Source: an optimization exercise on an open RTL-to-GDS flow (aim: a short achievable clock period and few clock cycles). Production flows keep margins and buffers that such runs may drop.
In this exercise RTL edits were held to simulation tests only and were not proved equivalent to the original.
No activity file was given, so power comes from the tool's default toggle rates.

== the previous run ==
==> flow/design.v (excerpt) <==
module ARM (
	input clk,
	input rst,
	output [31:0] imem_addr,
	input  [31:0] imem_rdata,
	output [31:0] dmem_addr,
	output [31:0] dmem_wdata,
	output dmem_rd_en,
	output dmem_wr_en,
	input  [31:0] dmem_rdata,
	input  dmem_ready
);
	reg  [9:0]  pc;
	reg         fd_v;
	reg  [31:0] fd_ins;
	reg  [14:0] fd_oha, fd_ohb;    
	reg         fd_xa, fd_xb;      
	reg         fd_la, fd_lb;      
	reg         fd_pred;           
	reg         fd_zoff;           
	reg         fd_imm1;           
	reg  [9:0]  fd_alt;            
	reg         de_v;
	reg  [3:0]  de_cond;
	reg         de_wr;             
	reg         de_ld, de_st, de_br, de_setf;
	reg  [3:0]  de_rd, de_ra, de_rm;
	reg         de_pred, de_zoff;
	reg  [9:0]  de_alt;
	reg         de_arith, de_invb, de_cin1, de_cinc, de_zext, de_linv;
	reg  [1:0]  de_lsel;
	reg  [32:0] de_a;              
	reg  [32:0] de_b;              
	reg  [31:0] de_sd;             
	reg         de_pa, de_pb, de_ps;    
	reg         de_pbs;                 
	reg         use_a, use_b, use_s;    
	reg  [3:0]  de_stag;                
	reg  [6:0]  de_shf;                 
	reg         de_lch;                 
	reg  [3:0]  de_tag;                 
	reg         x_wr;
	reg  [3:0]  x_dst;
	reg  [31:0] x_val;
	reg         ld_eq1;            
	reg  [14:0] eq1;               
	reg         ld_v;
	reg         ld_any;            
	reg  [3:0]  ld_tag;
	reg  [3:0]  ld_dst;
	reg  [31:0] ld_q;
	reg  [31:0] ld_qs;             
	reg  [3:0]  flg;
	reg  [31:0] rf [0:14];
	reg  [14:0] pend;          
	reg  [3:0]  ptag [0:14];   
	reg  [3:0]  l_seq;         
  ...
Size in the first run: ~11000 cells after synthesis, about 170 I/O pins, ~97000 µm² of cells after synthesis.
==> flow/config.mk <==
export PLATFORM = sky130hd
export DESIGN_NAME = ARM
export DESIGN_NICKNAME = ARM
export VERILOG_FILES = /design/flow/design.v
export SDC_FILE = /design/flow/constraint.sdc
export NUM_CORES = 8
export LEC_CHECK = 0
export CAP_MARGIN = 20
export CORE_MARGIN = 2
export CORE_UTILIZATION = 40
export SETUP_SLACK_MARGIN = 0.4
export SLEW_MARGIN = 20
==> flow/constraint.sdc <==
create_clock -name core_clock -period 18.0 [get_ports {clk}]
set_input_delay 3.6000 -clock core_clock [delete_from_list [all_inputs] [get_ports {clk}]]
set_output_delay 3.6000 -clock core_clock [all_outputs]
set_load 0.01 [all_outputs]
standard.sh (not shown) runs the stock make flow with config.mk's settings and CLKGATE_MAP_FILE= SYNTH_SCRIPT=/design/flow/synth_recipe.tcl, a recipe that flattens the netlist after the stock synthesis.
==> flow/flow/run.sh <==
#!/bin/bash
# Layout flow: the standard ORFS flow (standard.sh, unchanged synthesis),
# with repair_timing asked for a setup margin so that it optimises the layout
# for a shorter period than the constraint's 18 ns, and the port buffers made
# with a regular buffer cell. The clock period and the SDC stay the design's.
set -euo pipefail
cd "$(dirname "${BASH_SOURCE[0]}")/.."
bash standard.sh SETUP_SLACK_MARGIN=13.5 \
  "BUFFER_PORTS_ARGS=-buffer_cell sky130_fd_sc_hd__buf_4" \
  finish > flow_make.log 2>&1
Testbench counts of the previous run, summed over its fixed seeds: cycles 38,166.
Input-level comparison between the current run and the previous run:
-- flow/design.v --
<<< the previous run, line 43
	reg  [3:0]  x_dst;
	reg  [31:0] x_val;
	reg         ld_eq1;            
	reg  [14:0] eq1;               
	reg         ld_v;
>>> the current run, line 43
	reg  [3:0]  x_dst;
	reg  [31:0] x_val;
	reg         x_eq1, ld_eq1;     
	reg  [14:0] eq1;               
	reg         ld_v;
<<< the previous run, line 208
	wire head_free = ~head_busy | served;
	wire q_nonempty = q_cnt != 4'd0;
	wire q_full = ((q_cnt == 4'd8) & (head_busy | e_qmem)) |
	              ((q_cnt == 4'd7) & head_busy & e_qmem);
	wire stall = fd_v & (
		(d_shift & d_fwb) |
		(d_mem & q_full));
	wire [31:0] d_addr = d_va + {{20{di[11]}}, di[11:0]};
	wire [3:0] dcnd = di[31:28];
>>> the current run, line 208
	wire head_free = ~head_busy | served;
	wire q_nonempty = q_cnt != 4'd0;
	wire [4:0] q_tot = {1'b0, q_cnt} + {4'd0, head_busy} + {4'd0, e_qmem};
	wire stall = fd_v & (
		(d_shift & d_fwb) |
		(d_mem & (q_tot >= 5'd9)));
	wire [31:0] d_addr = d_va + {{20{di[11]}}, di[11:0]};
	wire [3:0] dcnd = di[31:28];
<<< the previous run, line 229
	wire        stable = ~d_sets & ~e_sets;
	wire [3:0]  fc = fi[31:28];
	wire        x_eq1 = x_val == 32'd1;
	wire        dz1_val = fd_xa ? x_eq1 : fd_la ? ld_eq1 : |(fd_oha & eq1);
	wire        dz1_known = d_sets & d_dp & (d_sub | d_cmp) & dI & fd_imm1 &
>>> the current run, line 228
	wire        stable = ~d_sets & ~e_sets;
	wire [3:0]  fc = fi[31:28];
	wire        dz1_val = fd_xa ? x_eq1 : fd_la ? ld_eq1 : |(fd_oha & eq1);
	wire        dz1_known = d_sets & d_dp & (d_sub | d_cmp) & dI & fd_imm1 &
<<< the previous run, line 482
		x_dst  <= de_rd;
		x_val  <= res;
		ld_dst <= o_dst;
		ld_q   <= dmem_rdata;
>>> the current run, line 480
		x_dst  <= de_rd;
		x_val  <= res;
		x_eq1  <= res == 32'd1;
		ld_dst <= o_dst;
		ld_q   <= dmem_rdata;
Notes after the runs:
Any difference in die area between the previous run and the current run is small enough to ignore. Post-cts resize count was higher in the current run than in the previous run. Summary of the current run over the previous run: final design area excluding fillers up 3.1%; register-to-register slack down 0.32 ns; fraction of standard cell area in multi-input logic up 0.17 points; initial antenna violation count down about 5%; global-route usage over all layers up 3.1 points. Comparing the previous run and the current run, final net count is lower on the previous run. The current run reports a higher signed area change from the synthesized netlist to the final layout than the previous run does.
Testbench counts of the current run, summed over its fixed seeds: cycles 38,166.

* * *

ARM, a different RTL version from the one above (not shown whole).
Size: ~1,600 flip-flops, roughly 170 I/O pins, roughly 0.10 mm2 of cells after synthesis.
clock: 18.0 ns
lec_check: 0
cap_margin: 20
core_margin: 2
core_utilization: 40
setup_slack_margin: 0.4
slew_margin: 20
Scripts as last shown in full above: flow/flow/run.sh
The first run completed with no timing, DRC or antenna violations.
Testbench counts at the start, summed over its fixed seeds: cycles 38,157.
Next try:
--- a/flow/design.v
+++ b/flow/design.v
@@ -219,15 +219,15 @@
 		(d_shift & d_fwb) |
 		(d_mem & (q_tot >= 5'd9)));
 	wire [31:0] d_addr = d_va + {{20{di[11]}}, di[11:0]};
 	wire [3:0] dcnd = di[31:28];
 	wire d_ctrue = (dcnd == 4'd14) | (~e_sets & ctab[dcnd]);
 	wire        d_arith = d_mem | (d_dp & (d_add | d_adc | d_sub | d_sbc | d_cmp));
 	wire        dz_bimm = d_mem | dI;
-	wire [31:0] dz_b   = dz_bimm ? fd_imm : di[4] ? 32'd0 : d_vb;
+	wire [31:0] dz_b   = dz_bimm ? fd_imm : 32'd0;    
 	wire        dz_eq  = d_va == dz_b;
 	wire [32:0] dz_sa  = {d_va[31], d_va};
 	wire [32:0] dz_sb  = {fd_imm[31], fd_imm};
 	wire        dz_neq = &(~(dz_sa ^ dz_sb ^ {dz_sa[31:0] | dz_sb[31:0], 1'b0}));
 	wire        dz_and = ~|(d_va & dz_b);
 	wire        dz_orr = ~|(d_va | dz_b);
 	wire        dz_mov = ~|dz_b;
@@ -239,17 +239,16 @@
 		else if (d_sub | d_cmp | d_eor) dz = dz_eq;
 		else if (d_and | d_tst) dz = dz_and;
 		else if (d_orr) dz = dz_orr;
 		else if (d_mov) dz = dz_mov;
 		else if (d_mvn) dz = dz_mvn;
 		else dz_ok = 1'b0;                     
 	end
-	wire        dz_known = dz_ok & d_ctrue & ~d_shift &
-	                       (~d_use_a | (~d_pla & ~d_fwa)) &
-	                       (~d_use_b | (~d_plb & ~d_fwb));
+	wire        dz_known = dz_ok & d_ctrue & ~d_use_b &
+	                       (~d_use_a | (~d_pla & ~d_fwa));
 	wire d_lok = fd_v & d_mem & d_ctrue & ~stall & ~mispredict &
 	             ~d_pla & ~d_fwa & (d_ld | (~d_plb & ~d_fwb)) &
 	             ~q_nonempty & ~e_qmem;
 	wire launch = d_lok & ~e_hold & head_free;
 	wire launch_ld = launch & d_ld;
 	wire zf = e_sets ? nZf2 : fZ;
 	wire zfk = ~e_sets | zk;           
- The changed run completed without violations
- flip-flop and latch count is unchanged
- first-iteration DRC count is lower by a few percent
- register-to-register slack gets worse by 350 ps
- final cell count is higher slightly
- via count is higher slightly
Testbench counts after the change, summed over its fixed seeds: cycles 38,157.

* * *

ARM, a different RTL version from the one above (not shown whole).
Size: ~1600 flip-flops, ~170 I/O pins, roughly 99000 um2 of cells after synthesis.
clock: 18.0 ns
lec_check: 0
cap_margin: 20
core_margin: 2
core_utilization: 45
setup_slack_margin: 0.4
slew_margin: 20
synth_hierarchical: 1
==> flow/flow/run.sh <==
#!/bin/bash
# Layout flow: the standard ORFS flow (standard.sh, unchanged synthesis),
# with repair_timing asked for a setup margin so that it optimises the layout
# for a shorter period than the constraint's 18 ns, the port buffers made
# with a regular buffer cell, and clock tree synthesis with smaller sink
# clusters and no dummy loads (a shorter clock tree). The clock period and the
# SDC stay the design's.
set -euo pipefail
cd "$(dirname "${BASH_SOURCE[0]}")/.."
bash standard.sh SETUP_SLACK_MARGIN=13.5 \
  "BUFFER_PORTS_ARGS=-buffer_cell sky130_fd_sc_hd__buf_4" \
  "CTS_ARGS=-sink_clustering_enable -repair_clock_nets -dont_use_dummy_load -sink_clustering_size 18 -sink_clustering_max_diameter 100" \
  finish > flow_make.log 2>&1
Testbench counts at the start, summed over its fixed seeds: cycles 38,166.
==> next run, changes <==
--- a/flow/design.v
+++ b/flow/design.v
@@ -239,25 +239,29 @@
 			if (c < 2) begin
 				pk_b[c] = dz1_known ? (dz1_val ^ c[0]) : (~stable | ctab[c]);
 				pk_f[c] = dz1_known ? (dz1_val ^ c[0]) : stable ? ctab[c] : c[0];
 			end else begin
 				pk_b[c] = ~stable | ctab[c];
 				pk_f[c] = stable ? ctab[c] : ((c < 10) ? c[0] : ~c[0]);
 			end
 		end
 		pk_b[14] = 1'b1; pk_f[14] = 1'b1;
 		pk_b[15] = 1'b0; pk_f[15] = 1'b0;
 	end
-	wire [9:0]  pc1 = pc + 10'd1;
 	wire        f_pred;
-	wire [9:0]  f_alt, pc_d;
+	ARM_fpred fpred (.fi(fi[31:23]), .pk_b(pk_b), .pk_f(pk_f), .pred(f_pred));
+	wire [9:0]  pc1 = pc + 10'd1;
+	wire [9:0]  f_tgt;
+	ARM_ftgt ftgt (.pc(pc), .off(fi[9:0]), .tgt(f_tgt));
+	wire [9:0]  f_next = f_pred ? f_tgt : pc1;
+	wire [9:0]  f_alt  = f_pred ? pc1 : f_tgt;
 	wire        f_st = (fi[27:26] == 2'b01) & ~fi[20];
 	wire [3:0]  f_rb = f_st ? fi[15:12] : fi[3:0];
 	wire [15:0] f_oha = 16'd1 << fi[19:16];
 	wire [3:0]  n_ra = f_hold ? drn : fi[19:16];
 	wire [3:0]  n_rb = f_hold ? d_rbsel : f_rb;
 	wire [15:0] f_ohb = 16'd1 << f_rb;
 	assign imem_addr = {22'd0, pc};
 	assign dmem_addr  = o_addr;
 	assign dmem_wdata = o_wdata;
 	assign dmem_rd_en = o_rd;
 	assign dmem_wr_en = o_wr;
@@ -295,36 +299,35 @@
 	function [32:0] xb(input [31:0] v, input zext, input invb);
 		xb = {33{invb}} ^ {~zext & v[31], v};
 	endfunction
 	wire        n_rd   = q_nonempty ? ~q_wr[q_rp] : e_mem ? de_ld : launch & d_ld;
 	wire        n_wr   = q_nonempty ?  q_wr[q_rp] : e_mem ? de_st : launch & d_st;
 	wire [31:0] n_addr = q_nonempty ? q_addr[q_rp] : e_mem ? sum[31:0] : d_addr;
 	wire        n_pd   = q_nonempty ? q_pd[q_rp] : e_mem & de_st & de_ps;
 	wire [3:0]  n_ptg  = q_nonempty ? q_tag[q_rp] : de_stag;
 	wire [31:0] n_pdat = (o_rd & (o_tag == n_ptg)) ? dmem_rdata : ld_q;
 	wire [31:0] n_data = n_pd ? n_pdat : q_nonempty ? q_data[q_rp] : e_mem ? es : d_vb;
 	wire        d_fix_e = d_fix & ~mispredict & ~f_hold;
-	wire [9:0]  pc_alt = rst ? 10'd0 : mispredict ? de_alt : f_hold ? pc : pc1;
-	ARM_fnext fnext (
-		.fi_c(fi[31:23]), .fi_off(fi[9:0]), .pc1(pc1), .pk_b(pk_b), .pk_f(pk_f),
-		.go(~rst & ~mispredict & ~f_hold), .fix(~rst & d_fix_e), .fix_pc(fd_alt),
-		.alt_pc(pc_alt), .pc_d(pc_d), .pred(f_pred), .alt(f_alt));
+	wire        f_take = f_pred & ~mispredict & ~f_hold;
+	wire [9:0]  pc_alt = mispredict ? de_alt : f_hold ? pc : pc1;
+	wire [9:0]  pc_o   = f_take ? f_tgt : pc_alt;
 	wire advance = ~e_hold;           
 	wire f_hold  = e_hold | stall;
 	always @(posedge clk) begin
-		pc <= pc_d;                  
 		if (rst) begin
+			pc <= 10'd0;
 			o_rd <= 1'b0; o_wr <= 1'b0;
 			o_addr <= 32'd0; o_wdata <= 32'd0;
 			o_dst <= 4'd0; o_tag <= 4'd0;
 		end else begin
+			pc <= d_fix_e ? fd_alt : pc_o;
 			if (head_free) begin
 				o_rd    <= n_rd;
 				o_wr    <= n_wr;
 				o_addr  <= n_addr;
 				o_wdata <= n_data;
 				o_dst   <= q_nonempty ? q_dst[q_rp]  : e_mem ? de_rd : drd;
 				o_tag   <= q_nonempty ? q_tag[q_rp]  : l_seq;
 			end
 		end
 	end
 	integer k;
@@ -491,30 +494,27 @@
 			end
 		if (e_mem) begin
 			q_wr[q_wp]   <= de_st;
 			q_addr[q_wp] <= sum[31:0];
 			q_data[q_wp] <= es;
 			q_dst[q_wp]  <= de_rd;
 			q_tag[q_wp]  <= de_st ? de_stag : l_seq;
 			q_pd[q_wp]   <= de_st & de_ps;
 		end
 	end
 endmodule
-module ARM_fnext (
-	input  [31:23] fi_c,       
-	input  [9:0]   fi_off,     
-	input  [9:0]   pc1,        
-	input  [15:0]  pk_b, pk_f, 
-	input          go,         
-	input          fix,        
-	input  [9:0]   fix_pc,
-	input  [9:0]   alt_pc,     
-	output [9:0]   pc_d,
-	output         pred,
-	output [9:0]   alt         
+module ARM_fpred (
+	input  [31:23] fi,
+	input  [15:0]  pk_b, pk_f,
+	output         pred
+);
+	wire br = (fi[27:26] == 2'b10) & ~fi[24];
+	assign pred = br & (fi[23] ? pk_b[fi[31:28]] : pk_f[fi[31:28]]);
+endmodule
+module ARM_ftgt (
+	input  [9:0] pc,
+	input  [9:0] off,
+	output [9:0] tgt
 );
-	wire       br  = (fi_c[27:26] == 2'b10) & ~fi_c[24];
-	assign     pred = br & (fi_c[23] ? pk_b[fi_c[31:28]] : pk_f[fi_c[31:28]]);
-	wire [9:0] tgt = pc1 + fi_off;
-	assign     pc_d = fix ? fix_pc : (pred & go) ? tgt : alt_pc;
-	assign     alt  = pred ? pc1 : tgt;
+	wire [10:0] sum = {pc, 1'b1} + {off, 1'b1};
+	assign tgt = sum[10:1];
 endmodule
Outcome:
- The new run completed with no timing, DRC or antenna violations
- worst setup slack loses 150 ps
- power rose by a few percent
- utilization fell by 0.15 points
- routed wire length fell by a few percent
- sequential cell count is unchanged
- synthesized cell count rose by a few percent
- fmax fell by a few percent
- first-iteration DRC count rose by a few percent
Testbench counts after the change, summed over its fixed seeds: cycles 38,166.

==> separate check: timing with driven ports <==
In the flow no input, the clock included, has a driving cell. The finished layouts below were timed again as built, in two steps. Step 1 (the two cells are an assumption about what drives the block):
set clk [get_ports {clk}]
set_driving_cell -lib_cell sky130_fd_sc_hd__clkbuf_16 $clk
set_driving_cell -lib_cell sky130_fd_sc_hd__buf_2 [delete_from_list [all_inputs] $clk]
Step 2, shift: input delay + t, output delay - t, t = (earliest + latest rising clock arrival at the registers) / 2. This alone moves slack from input paths to output paths. a / b / c = ideal / step 1 / step 2; a / b = the first two.
run	t, ns	setup slack, ns	hold slack, ns	worst slew at a driven data input, ns	cell pins on the clock port's net
the previous run	0.992	12.978 / 12.867 / 12.375	0.457 / 0.457 / 0.457	0.15	1
the current run	0.956	12.984 / 12.891 / 12.092	0.454 / 0.454 / 0.454	0.28	1
the first run of note 2	0.954	13.010 / 12.916 / 12.074	0.453 / 0.453 / 0.453	0.18	1
the second run of note 2	0.965	12.761 / 12.762 / 11.868	0.458 / 0.458 / 0.458	0.33	1
the first run of note 3	0.885	13.045 / 12.949 / 12.261	0.431 / 0.431 / 0.431	0.31	1
the second run of note 3	0.879	12.896 / 12.929 / 12.051	0.454 / 0.454 / 0.454	0.07	1
After both steps setup and hold are still met in every run listed. The setup slack of the first run of note 2, which loses most, moves by -0.094 ns with the drivers and by -0.936 ns with both steps.
